This is an optimization exercise on Yosys and OpenROAD, whose aim is small area and a short achievable clock period, not a production implementation. Only simulation tests tie the RTL to the original design; equivalence was not proved. Power and IR drop assume default switching activity.

==> trial 55 <==
## alu
module alu # ( parameter WIDTH = 16, CMD_WIDTH = 4 ) (
	input clk, rst,
	input CE,
	input CIN,
	input mode,
	input [1:0] INP_INVALID,
	input [ CMD_WIDTH-1 :0] CMD,
	input [ WIDTH-1 :0] opa,
	input [ WIDTH-1 :0] opb,
	output reg ERR, OFLOW, g , l, e, cout,
	output reg [ 2 * WIDTH :0] RES
);
    wire [15:0] a = opa;
    wire [15:0] b = opb;
    wire v11 = INP_INVALID == 2'b11;
    wire v10 = INP_INVALID == 2'b10;
    wire v01 = INP_INVALID == 2'b01;
    wire v00 = INP_INVALID == 2'b00;
    wire ar  = mode;
    wire lo  = ~mode;
    wire op_add  = ar & v11 & (CMD == 4'd0);
    wire op_sub  = ar & v11 & (CMD == 4'd1);
    wire op_addc = ar & v11 & (CMD == 4'd2);
    wire op_subc = ar & v11 & (CMD == 4'd3);
    wire op_cmp  = ar & v11 & (CMD == 4'd8);
    wire op_amul = ar & v11 & (CMD == 4'd9);
    wire op_smul = ar & v11 & (CMD == 4'd10);
    wire op_adds = ar & v11 & (CMD == 4'd11);
    wire op_subs = ar & v11 & (CMD == 4'd12);
    wire op_inca = ar & v10 & (CMD == 4'd4);
    wire op_deca = ar & v10 & (CMD == 4'd6);
    wire op_incb = ar & v01 & (CMD == 4'd5);
    wire op_decb = ar & v01 & (CMD == 4'd7);
    wire op_nop  = ar & v00;                
    wire op_and  = lo & v11 & (CMD == 4'd0);
    wire op_nand = lo & v11 & (CMD == 4'd1);
    wire op_or   = lo & v11 & (CMD == 4'd2);
    wire op_nor  = lo & v11 & (CMD == 4'd3);
    wire op_xor  = lo & v11 & (CMD == 4'd4);
    wire op_xnor = lo & v11 & (CMD == 4'd5);
  ...
clock: 9.0 ns
lec_check: 0
abc_area: 1
cap_margin: 20
core_margin: 2
core_utilization: 40
setup_slack_margin: 1.2
slew_margin: 20
standard.sh (not shown) runs the stock make flow with config.mk's settings and CLKGATE_MAP_FILE= SYNTH_SCRIPT=/design/flow/synth_recipe.tcl, a recipe that flattens the netlist after the stock synthesis.
==> flow/flow/run.sh <==
#!/bin/bash
# The standard layout (the standard.sh, all of its steps), with two changes:
#  - synthesis: Yosys's synth command also gets -noabc, so its quick generic
#    ABC pass does not rewrite the full adders before extract_fa maps them (that
#    pass leaves an inverter between most pairs of adder cells).  The rest of
#    the synthesis script is synth_recipe.tcl unchanged (-nofsm -noshare,
#    flatten, renames), and ORFS's own ABC mapping still runs afterwards.
#  - placement: buffer_ports uses sky130_fd_sc_hd__buf_1 for the port buffers
#    instead of the delay cell it picks by default; every input and output port
#    still gets its own buffer.
# The make output is kept in standard.log.
set -euo pipefail
{
  echo 'proc synth {args} { yosys synth -nofsm -noshare -noabc {*}$args }'
  tail -n +2 synth_recipe.tcl
} > synth_noabc.tcl
bash standard.sh SYNTH_SCRIPT="$PWD/synth_noabc.tcl" \
  BUFFER_PORTS_ARGS="-buffer_cell sky130_fd_sc_hd__buf_1" finish > standard.log 2>&1
==> trial 60: changes against trial 55 <==
- SETUP_SLACK_MARGIN: 1.2 -> 1.0
- TNS_END_PERCENT: not set -> 30
==> notes <==
Between trial 60 and trial 55, the lower combinational power is in trial 60 (gap about 5%, measured against trial 55).
Between trial 60 and trial 55, the lower first-iteration DRC count is in trial 55 (gap 14%, measured against trial 55).
In sequential power, trial 55 and trial 60 hardly differ.
Flip-flop and latch count is the same in trial 55 and trial 60.
Trial 60 went through all stages and came out clean. Trial 55 passed the timing, DRC and antenna checks.
In synthesized cell count, trial 55 and trial 60 do not differ.
Of trial 55 and trial 60, trial 55 has the higher global-route usage (gap 0.12 points).
Of trial 60 and trial 55, trial 55 has the higher wire length (gap 0.81%, measured against trial 55).
Between trial 55 and trial 60, the lower cell area is in trial 60 (gap about 3.4%, measured against trial 60).

========
==> run D: inputs <==
Another version of the RTL of alu (not shown whole).
## alu
module alu # ( parameter WIDTH = 16, CMD_WIDTH = 4 ) (
	input clk, rst,
	input CE,
	input CIN,
	input mode,
	input [1:0] INP_INVALID,
	input [ CMD_WIDTH-1 :0] CMD,
	input [ WIDTH-1 :0] opa,
	input [ WIDTH-1 :0] opb,
	output reg ERR, OFLOW, g , l, e, cout,
	output reg [ 2 * WIDTH :0] RES
);
==> flow/config.mk <==
export PLATFORM = sky130hd
export DESIGN_NAME = alu
export DESIGN_NICKNAME = alu
export VERILOG_FILES = /design/flow/design.v
export SDC_FILE = /design/flow/constraint.sdc
export NUM_CORES = 4
export LEC_CHECK = 0
export ABC_AREA = 1
export CAP_MARGIN = 20
export CORE_MARGIN = 2
export CORE_UTILIZATION = 40
export SETUP_SLACK_MARGIN = 0.8
export SLEW_MARGIN = 20
==> flow/constraint.sdc <==
create_clock -name core_clock -period 9.0 [get_ports {clk}]
set_input_delay 1.8000 -clock core_clock [delete_from_list [all_inputs] [get_ports {clk}]]
set_output_delay 1.8000 -clock core_clock [all_outputs]
set_load 0.01 [all_outputs]
Scripts as last shown in full above: flow/flow/run.sh
==> run A (differences from run D) <==
--- a/flow/config.mk
+++ b/flow/config.mk
@@ -9,5 +9,4 @@
 export CAP_MARGIN = 20
 export CORE_MARGIN = 2
 export CORE_UTILIZATION = 40
-export SETUP_SLACK_MARGIN = 0.8
 export SLEW_MARGIN = 20
==> notes <==
Final area: run A is lower than run D (about 2.6%). Between run D and run A, the lower clock power is in run D (gap about 2%, measured against run A). Critical path depth: run A is lower than run D (2). In run D the first-iteration DRC count is larger than in run A, by about 17%. Count of clock-buffer cells in the layout is the same in run D and run A. In synthesized cell count, run A and run D do not differ.

========
==> inputs of job 7945 <==
alu with an RTL version that a note above also has.
export LEC_CHECK = 0
export ABC_AREA = 1
export CAP_MARGIN = 20
export CORE_MARGIN = 2
export CORE_UTILIZATION = 40
export SETUP_SLACK_MARGIN = 0.7
export SLEW_MARGIN = 20
create_clock -name core_clock -period 9.0 [get_ports {clk}]
Scripts as last shown in full above: flow/flow/run.sh
==> job 7966 (differences from job 7945) <==
- ABC_AREA: 1 -> default
- SETUP_SLACK_MARGIN: 0.7 -> 0.8
==> job 2759 (differences from job 7945) <==
- SETUP_SLACK_MARGIN: 0.7 -> 2.0
==> summary.txt <==
Maximum frequency, lowest first: job 7966, job 7945, job 2759.
The highest power belongs to job 2759, the lowest to job 7945.
Synthesized cell count is the same in job 7945 and job 2759.
Of job 7945 and job 7966, job 7966 has the higher combinational power (gap about 13%, measured against job 7966).
Clock skew is the same in job 2759 and job 7945.
Sequential power is about the same in job 2759 and job 7945.
Die area is the same in job 2759 and job 7945.
The lowest first-iteration DRC count belongs to job 7966, the highest to job 2759.
Sequential share of layout area: job 7945 > job 7966 > job 2759.
==> figures <==
quantity                                                                                 job 7966      job 2759      job 7945
Result of the run                                                        timing/DRC/antenna clean  timing/DRC/antenna clean  timing/DRC/antenna clean
Wire per inst                                                                             23.4 um       21.2 um       20.8 um
Layout-stage area growth over the synthesis result                                          22.2%         29.1%         8.76%
Area fraction in and, or, nand and nor cells after synthesis                                18.2%         27.8%         27.8%
Power per standard cell area                                                         52.5 mW/mm^2  52.4 mW/mm^2  54.6 mW/mm^2
Adder and majority cell fraction of the synthesized area                                    47.7%         45.3%         45.3%
Worst VDD drop                                                                         0.000102 V   0.0000819 V   0.0000788 V
Synth cell types                                                                               75            52            52
Clock network power share                                                                   24.4%         25.7%         28.2%
Layout filler cell count                                                                     2582          2788          3022
Clock transition time at the flip-flop clock pins of the worst setup and hold paths         60 ps         70 ps         60 ps
Multi-input gate share of the layout cell area                                              77.4%         74.2%         78.0%
Worst Setup Slack, final                                                                   876 ps       1480 ps       1050 ps
Worst relative slew slack                                                                   45.3%         31.2%         41.8%
Count of vias placed by the detailed router                                                 10300         11900         11200
Reg-to-reg critical path startpoint                                                       RES[15]        RES[4]        RES[6]
Routed vias/inst                                                                             5.99          5.67          5.57
Static Leak                                                                               6.67 nW       7.95 nW       7.13 nW
Arrival time of data at the critical path endpoint                                        8350 ps       7740 ps       8120 ps

========
==> run a: inputs <==
alu with an RTL version that a note above also has.
export LEC_CHECK = 0
export ABC_AREA = 1
export CAP_MARGIN = 20
export CORE_MARGIN = 2
export CORE_UTILIZATION = 40
export GPL_TIMING_DRIVEN = 0
export SLEW_MARGIN = 20
create_clock -name core_clock -period 9.0 [get_ports {clk}]
==> flow/flow/run.sh <==
#!/bin/bash
# The standard layout (the standard.sh, all of its steps), with one change
# to synthesis: Yosys's synth command is run with -noabc as well, so its quick
# generic ABC pass does not rewrite the full adders before extract_fa maps them
# (that pass leaves an inverter between most pairs of adder cells).  The rest
# of the synthesis script is synth_recipe.tcl unchanged (-nofsm -noshare,
# flatten, renames), and ORFS's own ABC mapping still runs afterwards.
set -euo pipefail
{
  echo 'proc synth {args} { yosys synth -nofsm -noshare -noabc {*}$args }'
  tail -n +2 synth_recipe.tcl
} > synth_noabc.tcl
head -1 synth_recipe.tcl > synth_noabc.orig_first_line.txt
bash standard.sh SYNTH_SCRIPT="$PWD/synth_noabc.tcl" finish > standard.log 2>&1
==> inputs of run b, as changes to run a <==
==> flow/flow/run.sh (replaced) <==
#!/bin/bash
# The standard layout (the standard.sh, all of its steps), with two changes:
#  - synthesis: Yosys's synth command also gets -noabc, so its quick generic
#    ABC pass does not rewrite the full adders before extract_fa maps them (that
#    pass leaves an inverter between most pairs of adder cells).  The rest of
#    the synthesis script is synth_recipe.tcl unchanged (-nofsm -noshare,
#    flatten, renames), and ORFS's own ABC mapping still runs afterwards.
#  - placement: buffer_ports uses sky130_fd_sc_hd__buf_1 for the port buffers
#    instead of the delay cell it picks by default; every input and output port
#    still gets its own buffer.
# The make output is kept in standard.log.
set -euo pipefail
{
  echo 'proc synth {args} { yosys synth -nofsm -noshare -noabc {*}$args }'
  tail -n +2 synth_recipe.tcl
} > synth_noabc.tcl
bash standard.sh SYNTH_SCRIPT="$PWD/synth_noabc.tcl" \
  BUFFER_PORTS_ARGS="-buffer_cell sky130_fd_sc_hd__buf_1" finish > standard.log 2>&1
==> summary.txt <==
Between run b and run a, the lower first-iteration DRC count is in run a (gap about 2.7%, measured against run a). Against run b, the routed wire length of run a is higher by about 0.5%. Against run b, the global-route usage of run a is higher by 0.41 points. Against run b, the final cell count of run a is higher by about 0.54%. Final area: run a is larger than run b (about 5%). Run a ran to the end with no violations. Run b completed with no timing, DRC or antenna violations.

========
==> job 5907 <==
Starting RTL as in the previous note.
export LEC_CHECK = 0
export ABC_AREA = 1
export CAP_MARGIN = 20
export CORE_MARGIN = 2
export CORE_UTILIZATION = 40
export GPL_TIMING_DRIVEN = 0
export SETUP_SLACK_MARGIN = 0.5
export SLEW_MARGIN = 20
create_clock -name core_clock -period 9.0 [get_ports {clk}]
==> flow/flow/run.sh <==
#!/bin/bash
# The standard layout (the standard.sh, all of its steps), with two changes:
#  - synthesis: Yosys's synth command also gets -noabc, so its quick generic
#    ABC pass does not rewrite the full adders before extract_fa maps them (that
#    pass leaves an inverter between most pairs of adder cells).  The rest of
#    the synthesis script is synth_recipe.tcl unchanged (-nofsm -noshare,
#    flatten, renames), and ORFS's own ABC mapping still runs afterwards.
#  - placement: buffer_ports uses sky130_fd_sc_hd__buf_1 for the port buffers
#    instead of the delay cell it picks by default; every input and output port
#    still gets its own buffer.
# The make output is kept in standard.log.
set -euo pipefail
{
  echo 'proc synth {args} { yosys synth -nofsm -noshare -noabc {*}$args }'
  tail -n +2 synth_recipe.tcl
} > synth_noabc.tcl
bash standard.sh SYNTH_SCRIPT="$PWD/synth_noabc.tcl" \
  BUFFER_PORTS_ARGS="-buffer_cell sky130_fd_sc_hd__buf_1" finish > standard.log 2>&1
==> job 8229 (differences from job 5907) <==
- CORE_UTILIZATION: 40 -> 55
- CTS_BUF_LIST: default -> sky130_fd_sc_hd__clkbuf_4 sky130_fd_sc_hd__clkbuf_8
- SETUP_SLACK_MARGIN: 0.5 -> default
==> job 7794 (differences from job 5907) <==
==> flow/flow/run.sh (replaced) <==
#!/bin/bash
# The standard layout (the standard.sh, all of its steps), with these changes:
#  - synthesis: Yosys's synth command also gets -noabc, so its quick generic
#    ABC pass does not rewrite the full adders before extract_fa maps them (that
#    pass leaves an inverter between most pairs of adder cells); and ORFS's
#    technology-mapping ABC call runs flow/abc_map.script instead of
#    abc_area.script (same mapping, without ABC's own buffering).  Everything
#    else in the synthesis is ORFS's synth.tcl and synth_recipe.tcl unchanged
#    (-nofsm -noshare, flatten, renames).
#  - placement: buffer_ports uses sky130_fd_sc_hd__buf_1 for the port buffers
#    instead of the delay cell it picks by default; every input and output port
#    still gets its own buffer.
# The make output is kept in standard.log.
set -euo pipefail
here="$PWD"
grep -q 'log_cmd abc {\*}\$abc_args' "$FLOW_HOME/scripts/synth.tcl"
sed "s|log_cmd abc {\*}\$abc_args|log_cmd abc -script $here/flow/abc_map.script {*}[lrange \$abc_args 2 end]|" \
  "$FLOW_HOME/scripts/synth.tcl" > synth_body.tcl
{
  echo 'proc synth {args} { yosys synth -nofsm -noshare -noabc {*}$args }'
  echo "source $here/synth_body.tcl"
  tail -n +3 synth_recipe.tcl
} > synth_own.tcl
bash standard.sh SYNTH_SCRIPT="$here/synth_own.tcl" \
  BUFFER_PORTS_ARGS="-buffer_cell sky130_fd_sc_hd__buf_1" finish > standard.log 2>&1
==> flow/flow/abc_map.script (new file) <==
strash
dch
map
topo
stime -c
upsize -c
dnsize -c
- SETUP_SLACK_MARGIN: 0.5 -> default
==> summary of the runs <==
Combinational power, highest first: job 5907, job 7794, job 8229.
Between job 8229 and job 7794, the lower register-to-register slack is in job 7794 (gap 40 ps).
Between job 5907 and job 7794, the lower cell area is in job 7794 (gap about 1%, measured against job 7794).
In job 7794 the sequential share of layout area is higher than in job 5907, by 0.075 points.

========
==> job 8691: inputs <==
alu with an RTL version that a note above also has.
==> flow/config.mk <==
export PLATFORM = sky130hd
export DESIGN_NAME = alu
export DESIGN_NICKNAME = alu
export VERILOG_FILES = /design/flow/design.v
export SDC_FILE = /design/flow/constraint.sdc
export NUM_CORES = 4
export LEC_CHECK = 0
export ABC_AREA = 1
export CAP_MARGIN = 20
export CORE_MARGIN = 2
export CORE_UTILIZATION = 40
export SETUP_SLACK_MARGIN = 1.0
export SLEW_MARGIN = 20
==> flow/constraint.sdc <==
create_clock -name core_clock -period 9.0 [get_ports {clk}]
set_input_delay 1.8000 -clock core_clock [delete_from_list [all_inputs] [get_ports {clk}]]
set_output_delay 1.8000 -clock core_clock [all_outputs]
set_load 0.01 [all_outputs]
==> flow/flow/run.sh <==
#!/bin/bash
# The standard layout (the standard.sh, all of its steps), with two changes:
#  - synthesis: Yosys's synth command also gets -noabc, so its quick generic
#    ABC pass does not rewrite the full adders before extract_fa maps them (that
#    pass leaves an inverter between most pairs of adder cells).  The rest of
#    the synthesis script is synth_recipe.tcl unchanged (-nofsm -noshare,
#    flatten, renames), and ORFS's own ABC mapping still runs afterwards.
#  - placement: buffer_ports uses sky130_fd_sc_hd__buf_1 for the port buffers
#    instead of the delay cell it picks by default; every input and output port
#    still gets its own buffer.
# The make output is kept in standard.log.
set -euo pipefail
{
  echo 'proc synth {args} { yosys synth -nofsm -noshare -noabc {*}$args }'
  tail -n +2 synth_recipe.tcl
} > synth_noabc.tcl
bash standard.sh SYNTH_SCRIPT="$PWD/synth_noabc.tcl" \
  BUFFER_PORTS_ARGS="-buffer_cell sky130_fd_sc_hd__buf_1" finish > standard.log 2>&1
==> job 741 (differences from job 8691) <==
CORE_UTILIZATION = 30   (was 40)
SETUP_SLACK_MARGIN = 0.7   (was 1.0)
==> notes <==
- Job 8691 completed with no timing, DRC or antenna violations. Job 741 ran to the end with no violations.
- Between job 8691 and job 741, the lower wire length is in job 8691 (gap 2.1%, measured against job 741).
- Between job 741 and job 8691, the lower sequential share of layout area is in job 8691 (gap 0.18 points).
- Non-clock buffer count: job 8691 is higher than job 741 (32).
- Of job 8691 and job 741, job 8691 has the higher combinational power (gap about 5%, measured against job 741).
- Clock power: job 8691 is smaller than job 741 (about 4%).
==> figures <==
metric	job 8691	job 741
Result of the run	complete, no violations	complete, no violations
Proportion of cell area spent on the clock network	1.246%	1.278%
Routed wirelength normalized by instance count	20.76 µm	20.20 µm
Finished Layout Cells	2045	2147
Proportion of power drawn by combinational gates	45.2%	43.4%
Total wire length	42460 µm	43370 µm
Finished Core Util	45.99%	33.50%
Synth-to-Final Area Change	13.77%	10.93%
Gr usage total	27.49%	21.32%
Max Clock Freq	0.1291 GHz	0.1248 GHz
Proportion of layout cells with a drive suffix above 1	12.76%	8.385%

==> port drivers added, routing unchanged <==
The results above use ideal ports. As a check the final layouts listed here were re-extracted and re-timed, cells and wires unchanged. Step 1 (the two cells are an assumption about what drives the block):
set clk [get_ports {clk}]
set_driving_cell -lib_cell sky130_fd_sc_hd__clkbuf_16 $clk
set_driving_cell -lib_cell sky130_fd_sc_hd__buf_2 [delete_from_list [all_inputs] $clk]
Step 2 adds t to the input delays and takes it off the output delays; t is the mean of the earliest and latest rising clock arrival at the registers after step 1. Input paths then give back, and output paths get back, about the clock's delay inside the block. Slacks: ideal / step 1 / step 2; pairs: ideal / step 1.
run	t (ns)	setup slack, ns	worst setup path after step 2	pins driven straight from the clock port
trial 55	0.312	1.384 / 1.356 / 1.044	input to register	1
trial 60	0.310	1.229 / 1.235 / 0.924	input to register	1
run D of note 2	0.314	1.102 / 1.111 / 0.798	input to register	1
run A of note 2	0.321	0.675 / 0.681 / 0.360	input to register	1
job 7945	0.309	1.045 / 1.055 / 0.745	input to register	1
job 7966	0.319	0.876 / 0.883 / 0.564	input to register	1
job 2759	0.310	1.479 / 1.443 / 1.133	input to register	1
run a of note 4	0.306	0.233 / 0.239 / -0.068	input to register	1
run b of note 4	0.315	0.292 / 0.303 / -0.011	input to register	1
job 5907	0.313	0.721 / 0.733 / 0.420	input to register	1
job 8229	0.324	0.304 / 0.309 / -0.015	input to register	1
job 7794	0.341	0.267 / 0.288 / -0.053	input to register	1
job 8691	0.310	1.253 / 1.260 / 0.950	input to register	1
job 741	0.328	0.986 / 0.998 / 0.671	input to register	1
Met with ideal ports but missed after step 2: setup timing in run a of note 4, run b of note 4, job 8229 and job 7794. The setup slack of job 2759, which loses most, moves by -0.036 ns with the drivers and by -0.346 ns with both steps.
